Source: an optimization exercise on an open RTL-to-GDS flow (aim: small area). Production flows keep margins and buffers that such runs may drop. The RTL was checked by simulation tests, not by an equivalence proof against the original design.

==> job 8636: inputs <==
Design DE1_SoC, start of the top module:
module DE1_SoC (CLOCK_50, reset, HEX0, KEY, SW, GPIO_1);
	input  logic CLOCK_50;
	input  logic reset;
	output logic [6:0] HEX0;
	input  logic [3:0] KEY;
	input  logic [1:0] SW;
	output logic [35:0] GPIO_1;
	function automatic logic [3:0] lane_a(input logic [3:0] r);
		logic r6;
		r6 = (r == 4'd6);
		lane_a = {r6, 1'b0, r6, r6 | (r == 4'd7) | (r == 4'd11) | (r == 4'd12) | (r == 4'd13) | (r == 4'd14)};
	endfunction
	function automatic logic [3:0] lane_b(input logic [3:0] r);
		lane_b = {(r == 4'd3) | (r == 4'd7) | (r == 4'd12) | (r == 4'd13) | (r == 4'd14),
		          r == 4'd5, r == 4'd2, r == 4'd1};
	endfunction
	logic [3:0] b0, bF, bP;
	always_ff @(posedge CLOCK_50) begin
		if (reset) begin
			b0 <= 4'b0; bF <= 4'b0; bP <= 4'b0;
		end else begin
			b0 <= ~KEY; bF <= b0; bP <= bF;
		end
	end
	logic [3:0] pulse;
	assign pulse = bP & ~bF;    
	logic [9:0] cnt;
	logic [3:0] rot;
	logic shift;
	always_comb begin
		case (SW)
			2'd0: shift = &cnt[9:5] & cnt[3];                  
			2'd1: shift = cnt >= 10'd500;
			2'd2: shift = cnt >= 10'd200;
			default: shift = cnt >= 10'd100;
		endcase
	end
	always_ff @(posedge CLOCK_50) begin
		if (reset) begin
			cnt <= 10'd0; rot <= 4'd0;
		end else if (shift) begin
			cnt <= 10'd0; rot <= rot + 4'd1;
		end else begin
			cnt <= cnt + 10'd1;
		end
	end
	logic [3:0] frogRow, frogCol;
	logic hit, mid, vps;
	logic [3:0] fA, fB;
	logic [1:0] ra, rb, ra2;
	assign ra = rot[3:2];
	assign rb = rot[1:0];
	assign ra2 = ra + {1'b0, |rb};    
	assign fA = lane_a(frogRow);
	assign fB = lane_b(frogRow);
	assign hit = ((frogCol[1:0] == rb) & fA[frogCol[3:2] - ra])
	           | ((frogCol[1:0] + 2'd1 == rb) & fB[frogCol[3:2] - ra2]);
	always_ff @(posedge CLOCK_50) begin
		if (reset | mid | hit) begin
			frogRow <= 4'd0; frogCol <= 4'd7;
		end else begin
			if (pulse[2] && frogRow != 4'd15)      frogRow <= frogRow + 4'd1;
			else if (pulse[1] && frogRow != 4'd0)  frogRow <= frogRow - 4'd1;
			if (pulse[3] && frogCol != 4'd15)      frogCol <= frogCol + 4'd1;
			else if (pulse[0] && frogCol != 4'd0)  frogCol <= frogCol - 4'd1;
		end
	end
	logic atBottom, inc;
	logic [3:0] score;
	assign atBottom = (frogRow == 4'd15);
	assign inc = ~vps & atBottom;
	always_ff @(posedge CLOCK_50) begin
		mid <= vps;
		vps <= ~(reset | mid) & inc;
		if (inc) score <= score + 4'd1;
		else if (reset) score <= 4'd0;
	end
  ...
==> module DE1_SoC, before the edit <==
module DE1_SoC (CLOCK_50, reset, HEX0, KEY, SW, GPIO_1);
	input  logic CLOCK_50;
	input  logic reset;
	output logic [6:0] HEX0;
	input  logic [3:0] KEY;
	input  logic [1:0] SW;
	output logic [35:0] GPIO_1;
	function automatic logic [3:0] lane_a(input logic [3:0] r);
		logic r6;
		r6 = (r == 4'd6);
		lane_a = {r6, 1'b0, r6, r6 | (r == 4'd7) | (r == 4'd11) | (r == 4'd12) | (r == 4'd13) | (r == 4'd14)};
	endfunction
	function automatic logic [3:0] lane_b(input logic [3:0] r);
		lane_b = {(r == 4'd3) | (r == 4'd7) | (r == 4'd12) | (r == 4'd13) | (r == 4'd14),
		          r == 4'd5, r == 4'd2, r == 4'd1};
	endfunction
	logic [3:0] b0, bF, bP;
	always_ff @(posedge CLOCK_50) begin
		if (reset) begin
			b0 <= 4'b0; bF <= 4'b0; bP <= 4'b0;
		end else begin
			b0 <= ~KEY; bF <= b0; bP <= bF;
		end
	end
	logic [3:0] pulse;
	assign pulse = bP & ~bF;    
	logic [9:0] cnt;
	logic [3:0] rot;
	logic shift;
	always_comb begin
		case (SW)
			2'd0: shift = &cnt[9:5] & cnt[3];                  
			2'd1: shift = cnt >= 10'd500;
			2'd2: shift = cnt >= 10'd200;
			default: shift = cnt >= 10'd100;
		endcase
	end
	always_ff @(posedge CLOCK_50) begin
		if (reset) begin
			cnt <= 10'd0; rot <= 4'd0;
		end else if (shift) begin
			cnt <= 10'd0; rot <= rot + 4'd1;
		end else begin
			cnt <= cnt + 10'd1;
		end
	end
	logic [3:0] frogRow, frogCol;
	logic hit, mid, vps;
	logic [3:0] fA, fB;
	logic [1:0] ra, rb, ra2;
	assign ra = rot[3:2];
	assign rb = rot[1:0];
	assign ra2 = ra + {1'b0, |rb};    
	assign fA = lane_a(frogRow);
	assign fB = lane_b(frogRow);
	assign hit = ((frogCol[1:0] == rb) & fA[frogCol[3:2] - ra])
	           | ((frogCol[1:0] + 2'd1 == rb) & fB[frogCol[3:2] - ra2]);
	always_ff @(posedge CLOCK_50) begin
		if (reset | mid | hit) begin
			frogRow <= 4'd0; frogCol <= 4'd7;
		end else begin
			if (pulse[2] && frogRow != 4'd15)      frogRow <= frogRow + 4'd1;
			else if (pulse[1] && frogRow != 4'd0)  frogRow <= frogRow - 4'd1;
			if (pulse[3] && frogCol != 4'd15)      frogCol <= frogCol + 4'd1;
			else if (pulse[0] && frogCol != 4'd0)  frogCol <= frogCol - 4'd1;
		end
	end
	logic atBottom, inc;
	logic [3:0] score;
	assign atBottom = (frogRow == 4'd15);
	assign inc = ~vps & atBottom;
	always_ff @(posedge CLOCK_50) begin
		mid <= vps;
		vps <= ~(reset | mid) & inc;
		if (inc) score <= score + 4'd1;
		else if (reset) score <= 4'd0;
	end
	always_comb begin
		case (score)
			4'd0: HEX0 = 7'b1000000;
			4'd2: HEX0 = 7'b1111001;
			4'd4: HEX0 = 7'b0100100;
			4'd6: HEX0 = 7'b0110000;
			default: HEX0 = 7'b1111111;
		endcase
	end
	logic [3:0] rs;
	always_ff @(posedge CLOCK_50) begin
		if (reset) rs <= 4'd0;
		else rs <= rs + 4'd1;
	end
	logic [15:0] red;
	logic [3:0] sA, sB, Ar, Br;
	assign sA = lane_a(rs);
	assign sB = lane_b(rs);
	always_comb begin
		for (int p = 0; p < 4; p++) begin
			Ar[p] = sA[2'(p - ra)];
			Br[p] = sB[2'(p - ra2)];
		end
		for (int p = 0; p < 4; p++)
			for (int q = 0; q < 4; q++)
				red[4*p+q] = ((2'(q) == rb) & Ar[p]) | ((2'(q+1) == rb) & Br[p]);
	end
	always_comb begin
		GPIO_1[35:32] = rs;
		for (int i = 0; i < 16; i++) begin
			GPIO_1[31-i] = (frogRow == rs) && (frogCol == i[3:0]);
			GPIO_1[15-i] = red[i];
		end
	end
endmodule
==> flow/config.mk <==
export PLATFORM = sky130hd
export DESIGN_NAME = DE1_SoC
export DESIGN_NICKNAME = DE1_SoC
export VERILOG_FILES = /design/flow/design.v
export SDC_FILE = /design/flow/constraint.sdc
export NUM_CORES = 4
export LEC_CHECK = 0
export ABC_AREA = 1
export CAP_MARGIN = 20
export CORE_MARGIN = 2
export CORE_UTILIZATION = 40
export PLACE_DENSITY = 0.6
export SLEW_MARGIN = 20
==> flow/constraint.sdc <==
create_clock -name core_clock -period 8.0 [get_ports {CLOCK_50}]
set_input_delay 1.6000 -clock core_clock [delete_from_list [all_inputs] [get_ports {CLOCK_50}]]
set_output_delay 1.6000 -clock core_clock [all_outputs]
set_load 0.01 [all_outputs]
run.sh (not shown) runs the stock make flow with config.mk's settings and CLKGATE_MAP_FILE= SYNTH_SCRIPT=/design/flow/synth_recipe.tcl, a recipe that flattens the netlist after the stock synthesis.
==> inputs of job 1431, as changes to job 8636 <==
Settings changed: ABC_AREA 1 to default.
==> inputs of job 9531, as changes to job 8636 <==
--- a/flow/design.v
+++ b/flow/design.v
@@ -15,14 +15,14 @@
 		          r == 4'd5, r == 4'd2, r == 4'd1};
 	endfunction
-	logic [3:0] b0, bF, bP;
+	logic [3:0] b0, b1n, b2;
+	logic [3:0] nrst;
+	assign nrst = {4{~reset}};
 	always_ff @(posedge CLOCK_50) begin
-		if (reset) begin
-			b0 <= 4'b0; bF <= 4'b0; bP <= 4'b0;
-		end else begin
-			b0 <= ~KEY; bF <= b0; bP <= bF;
-		end
+		b0  <= ~KEY & nrst;
+		b1n <= ~(b0 & nrst);
+		b2  <= ~b1n & nrst;
 	end
 	logic [3:0] pulse;
-	assign pulse = bP & ~bF;    
+	assign pulse = b2 & b1n;    
 	logic [9:0] cnt;
 	logic [3:0] rot;
@@ -37,11 +37,7 @@
 	end
 	always_ff @(posedge CLOCK_50) begin
-		if (reset) begin
-			cnt <= 10'd0; rot <= 4'd0;
-		end else if (shift) begin
-			cnt <= 10'd0; rot <= rot + 4'd1;
-		end else begin
-			cnt <= cnt + 10'd1;
-		end
+		if (reset | shift) cnt <= 10'd0;
+		else cnt <= cnt + 10'd1;
+		rot <= (rot + {3'b0, shift}) & {4{~reset}};
 	end
 	logic [3:0] frogRow, frogCol;
@@ -56,12 +52,24 @@
 	assign hit = ((frogCol[1:0] == rb) & fA[frogCol[3:2] - ra])
 	           | ((frogCol[1:0] + 2'd1 == rb) & fB[frogCol[3:2] - ra2]);
+	logic rInc, rDec, cInc, cDec;
+	logic [3:0] rt, ct;
+	assign rInc = pulse[2] & ~&frogRow;
+	assign rDec = pulse[1] & |frogRow & ~rInc;
+	assign cInc = pulse[3] & ~&frogCol;
+	assign cDec = pulse[0] & |frogCol & ~cInc;
+	always_comb begin
+		rt[0] = rInc | rDec;
+		ct[0] = cInc | cDec;
+		for (int i = 1; i < 4; i++) begin
+			rt[i] = rt[i-1] & (frogRow[i-1] ^ rDec);
+			ct[i] = ct[i-1] & (frogCol[i-1] ^ cDec);
+		end
+	end
 	always_ff @(posedge CLOCK_50) begin
 		if (reset | mid | hit) begin
 			frogRow <= 4'd0; frogCol <= 4'd7;
 		end else begin
-			if (pulse[2] && frogRow != 4'd15)      frogRow <= frogRow + 4'd1;
-			else if (pulse[1] && frogRow != 4'd0)  frogRow <= frogRow - 4'd1;
-			if (pulse[3] && frogCol != 4'd15)      frogCol <= frogCol + 4'd1;
-			else if (pulse[0] && frogCol != 4'd0)  frogCol <= frogCol - 4'd1;
+			frogRow <= frogRow ^ rt;
+			frogCol <= frogCol ^ ct;
 		end
 	end
@@ -73,6 +81,5 @@
 		mid <= vps;
 		vps <= ~(reset | mid) & inc;
-		if (inc) score <= score + 4'd1;
-		else if (reset) score <= 4'd0;
+		score <= (score + {3'b0, inc}) & {4{inc | ~reset}};
 	end
 	always_comb begin
==> flow/flow/run.sh (new file) <==
#!/bin/bash
# Layout flow: the standard ORFS flow (standard.sh) with three changes.
#  1. After the standard synthesis, the combinational logic is re-mapped for area with
#     ABC (flow/resyn.tcl); the registers are left as that synthesis made them. Several
#     ABC scripts are tried and the netlist with the smallest cell area is kept.
#  2. Port buffers use sky130_fd_sc_hd__buf_1 (every port still gets its buffer).
#  3. Clock tree synthesis inserts no dummy loads.
# Each tool's output goes to a log file of its own in the work folder.
set -euo pipefail
WORK=$PWD
export BUFFER_PORTS_ARGS="-buffer_cell sky130_fd_sc_hd__buf_1"
export CTS_ARGS="-sink_clustering_enable -repair_clock_nets -dont_use_dummy_load -buf_list {sky130_fd_sc_hd__clkbuf_2 sky130_fd_sc_hd__clkbuf_4}"

bash standard.sh synth > log_1_standard_synth.log 2>&1

RES=$WORK/orfs/results/$FLOW_PLATFORM/DE1_SoC/base
YOSYS=$FLOW_HOME/../tools/install/yosys/bin/yosys
[[ -x $YOSYS ]] || YOSYS=yosys
export RESYN_LIB=$FLOW_HOME/platforms/$FLOW_PLATFORM/lib/sky130_fd_sc_hd__tt_025C_1v80.lib
export RESYN_DONTUSE="$(tr '\n' ' ' < $WORK/flow/dont_use.txt)"
cp $RES/1_2_yosys.v $WORK/std_1_2_yosys.v
export RESYN_IN=$WORK/std_1_2_yosys.v

mkdir -p $WORK/resyn
best=""; bestarea=""
pids=()
for s in $WORK/flow/abc_*.script; do
  n=$(basename $s .script)
  ( RESYN_SCRIPT=$s RESYN_OUT=$WORK/resyn/$n.v timeout 900 $YOSYS -c $WORK/flow/resyn.tcl > $WORK/log_2_resyn_$n.log 2>&1 || true ) &
  pids+=($!)
done
wait "${pids[@]}"
for s in $WORK/flow/abc_*.script; do
  n=$(basename $s .script)
  [[ -f $WORK/resyn/$n.v.stat ]] || continue
  a=$(sed -n "s/.*Chip area for top module.*: *//p" $WORK/resyn/$n.v.stat)
  [[ -n $a ]] || continue
  echo "$n $a" >> $WORK/resyn/areas.txt
  if [[ -z $bestarea ]] || awk "BEGIN{exit !($a < $bestarea)}"; then best=$n; bestarea=$a; fi
done
if [[ -n $best ]]; then
  echo "using $best ($bestarea)" >> $WORK/resyn/areas.txt
  cp $WORK/resyn/$best.v $RES/1_2_yosys.v
  rm -f $RES/1_synth.odb $RES/1_synth.sdc
fi

bash standard.sh > log_3_standard_layout.log 2>&1
==> flow/flow/abc_a.script (new file) <==
&get -n
&deepsyn -T 30
&put
strash
dch -f
amap
topo
==> flow/flow/abc_b.script (new file) <==
&get -n
&deepsyn -T 30
&put
strash
dch -f
map -a
topo
==> flow/flow/abc_c.script (new file) <==
strash
dch -f
amap
topo
==> flow/flow/abc_d.script (new file) <==
strash
dc2
dc2
dch -f
map -a
strash
dch -f
map -a
topo
==> flow/flow/dont_use.txt (new file) <==
sky130_fd_sc_hd__probe_p_8
sky130_fd_sc_hd__probec_p_8
sky130_fd_sc_hd__lpflow_bleeder_1
sky130_fd_sc_hd__lpflow_clkbufkapwr_1
sky130_fd_sc_hd__lpflow_clkbufkapwr_16
sky130_fd_sc_hd__lpflow_clkbufkapwr_2
sky130_fd_sc_hd__lpflow_clkbufkapwr_4
sky130_fd_sc_hd__lpflow_clkbufkapwr_8
sky130_fd_sc_hd__lpflow_clkinvkapwr_1
sky130_fd_sc_hd__lpflow_clkinvkapwr_16
sky130_fd_sc_hd__lpflow_clkinvkapwr_2
sky130_fd_sc_hd__lpflow_clkinvkapwr_4
sky130_fd_sc_hd__lpflow_clkinvkapwr_8
sky130_fd_sc_hd__lpflow_decapkapwr_12
sky130_fd_sc_hd__lpflow_decapkapwr_3
sky130_fd_sc_hd__lpflow_decapkapwr_4
sky130_fd_sc_hd__lpflow_decapkapwr_6
sky130_fd_sc_hd__lpflow_decapkapwr_8
sky130_fd_sc_hd__lpflow_inputiso0n_1
sky130_fd_sc_hd__lpflow_inputiso0p_1
sky130_fd_sc_hd__lpflow_inputiso1n_1
sky130_fd_sc_hd__lpflow_inputiso1p_1
sky130_fd_sc_hd__lpflow_inputisolatch_1
sky130_fd_sc_hd__lpflow_isobufsrc_1
sky130_fd_sc_hd__lpflow_isobufsrc_16
sky130_fd_sc_hd__lpflow_isobufsrc_2
sky130_fd_sc_hd__lpflow_isobufsrc_4
sky130_fd_sc_hd__lpflow_isobufsrc_8
sky130_fd_sc_hd__lpflow_isobufsrckapwr_16
sky130_fd_sc_hd__lpflow_lsbuf_lh_hl_isowell_tap_1
sky130_fd_sc_hd__lpflow_lsbuf_lh_hl_isowell_tap_2
sky130_fd_sc_hd__lpflow_lsbuf_lh_hl_isowell_tap_4
sky130_fd_sc_hd__lpflow_lsbuf_lh_isowell_4
sky130_fd_sc_hd__lpflow_lsbuf_lh_isowell_tap_1
sky130_fd_sc_hd__lpflow_lsbuf_lh_isowell_tap_2
sky130_fd_sc_hd__lpflow_lsbuf_lh_isowell_tap_4
==> flow/flow/resyn.tcl (new file) <==
# Re-map the combinational logic of the standard synthesis netlist for area.
# Registers stay as they are: same instances, names and cell types.
# env: RESYN_IN, RESYN_OUT, RESYN_SCRIPT, RESYN_LIB, RESYN_DONTUSE
yosys -import
read_liberty -ignore_miss_func $::env(RESYN_LIB)
foreach m [list sky130_fd_sc_hd__dfxtp_1 sky130_fd_sc_hd__conb_1] {
  setattr -mod -set keep_hierarchy 1 $m
}
read_verilog $::env(RESYN_IN)
hierarchy -top $::env(FLOW_TOP)
flatten
opt_clean -purge
set du {}
foreach c $::env(RESYN_DONTUSE) { lappend du -dont_use $c }
abc -script $::env(RESYN_SCRIPT) -liberty $::env(RESYN_LIB) {*}$du
splitnets
opt_clean -purge
hilomap -singleton -hicell sky130_fd_sc_hd__conb_1 HI -locell sky130_fd_sc_hd__conb_1 LO
insbuf -buf sky130_fd_sc_hd__buf_1 A X
opt_clean -purge
check
tee -o $::env(RESYN_OUT).stat stat -liberty $::env(RESYN_LIB)
blackbox sky130_fd_sc_hd__dfxtp_1 sky130_fd_sc_hd__conb_1
write_verilog -noattr -nohex -nodec $::env(RESYN_OUT)
==> flow/standard.sh (new file) <==
#!/bin/bash
# synth_recipe.tcl (not shown) runs the flow's synth.tcl, then flattens the netlist and writes it again
# the make line also repeats each setting of config.mk as NAME=value (left out here)
make -C /OpenROAD-flow-scripts/flow DESIGN_CONFIG=/design/flow/config.mk WORK_HOME=/design/flow/orfs CLKGATE_MAP_FILE= SYNTH_SCRIPT=/design/flow/synth_recipe.tcl "${@:-finish}"
Settings changed: ABC_AREA 1 to default.
removed: flow/run.sh
==> impl_metrics.env <==
export IMPL_status="timing/DRC/antenna clean"
export IMPL_cts_root_buf="clkbuf_8"
export IMPL_worstHoldEndpoint="mid"
export IMPL_synth_top_family_by_area="simple AND/OR/NAND/NOR gates"
export IMPL_die_area_sq_um=8360
export IMPL_synthTopCellsByCount="nand2_1 (109), nor2_1 (65), inv_1 (55), nand3_1 (47), dfxtp_1 (40)"
export IMPL_grt_pass1_wl_mm=11.8
export IMPL_synth_compound_area_frac=0.0847
export IMPL_seq_power_mw=0.239
export IMPL_drtPass1Iterations=4
export IMPL_p_sw_mw=0.127
the above is filed under job 8636

==> impl_metrics.env <==
export IMPL_hold_violations=0
export IMPL_inverters=39
export IMPL_h_tree_depth=2
export IMPL_clock_buffers=5
export IMPL_status="timing/DRC/antenna clean"
export IMPL_worstHoldEndpoint="b1n[2]"
export IMPL_die_area_sq_um=6210
export IMPL_p_sw_mw=0.102
export IMPL_seq_power_mw=0.230
export IMPL_busiest_layer="met2"
export IMPL_grt_pass1_wl_mm=8.76
export IMPL_drtPass1Iterations=4
export IMPL_post_place_cells=445
the above is filed under job 9531

==> impl_metrics.env <==
export IMPL_synth_compound_area_frac=0.135
export IMPL_synthTopCellsByCount="nor2_1 (58), dfxtp_1 (40), ha_1 (25), inv_1 (22), nand2_1 (20)"
export IMPL_worstHoldEndpoint="mid"
export IMPL_via_count=2435
export IMPL_grt_pass1_wl_mm=9.70
export IMPL_cts_hold_buffers_added=0
export IMPL_start_util=0.405
export IMPL_maxCapViolCount=0
export IMPL_seq_power_mw=0.238
export IMPL_p_sw_mw=0.114
export IMPL_cts_root_buf="clkbuf_8"
export IMPL_drtPass1Iterations=5
export IMPL_status="timing/DRC/antenna clean"
export IMPL_setup_slack_ps=3040
export IMPL_synth_top_family_by_area="simple AND/OR/NAND/NOR gates"
the above is filed under job 1431

==> separate check: timing with driven ports <==
The results above use ideal ports. As a check the final layouts listed here were re-extracted and re-timed, cells and wires unchanged. Step 1, drivers: a clkbuf_16 drives CLOCK_50 and a buf_2 each remaining input, both assumed. Step 2 times the ports against the registers' clock, not the clock port: input delays grow and output delays shrink by t, the midpoint of the rising clock arrivals with the driver on. Three values: no drivers, after step 1, after step 2; two values: the first two.
run | t (ns) | setup WS [ns] | clock arrival spread, ns | worst slew at a driven data input, ns
job 8636 | 0.317 | 3.482 / 3.455 / 3.772 | 0.004 / 0.004 | 0.03
job 1431 | 0.314 | 3.036 / 3.009 / 3.322 | 0.003 / 0.003 | 0.04
job 9531 | 0.362 | 3.766 / 3.741 / 4.103 | 0.012 / 0.012 | 0.03
After both steps every run listed still meets setup and hold.
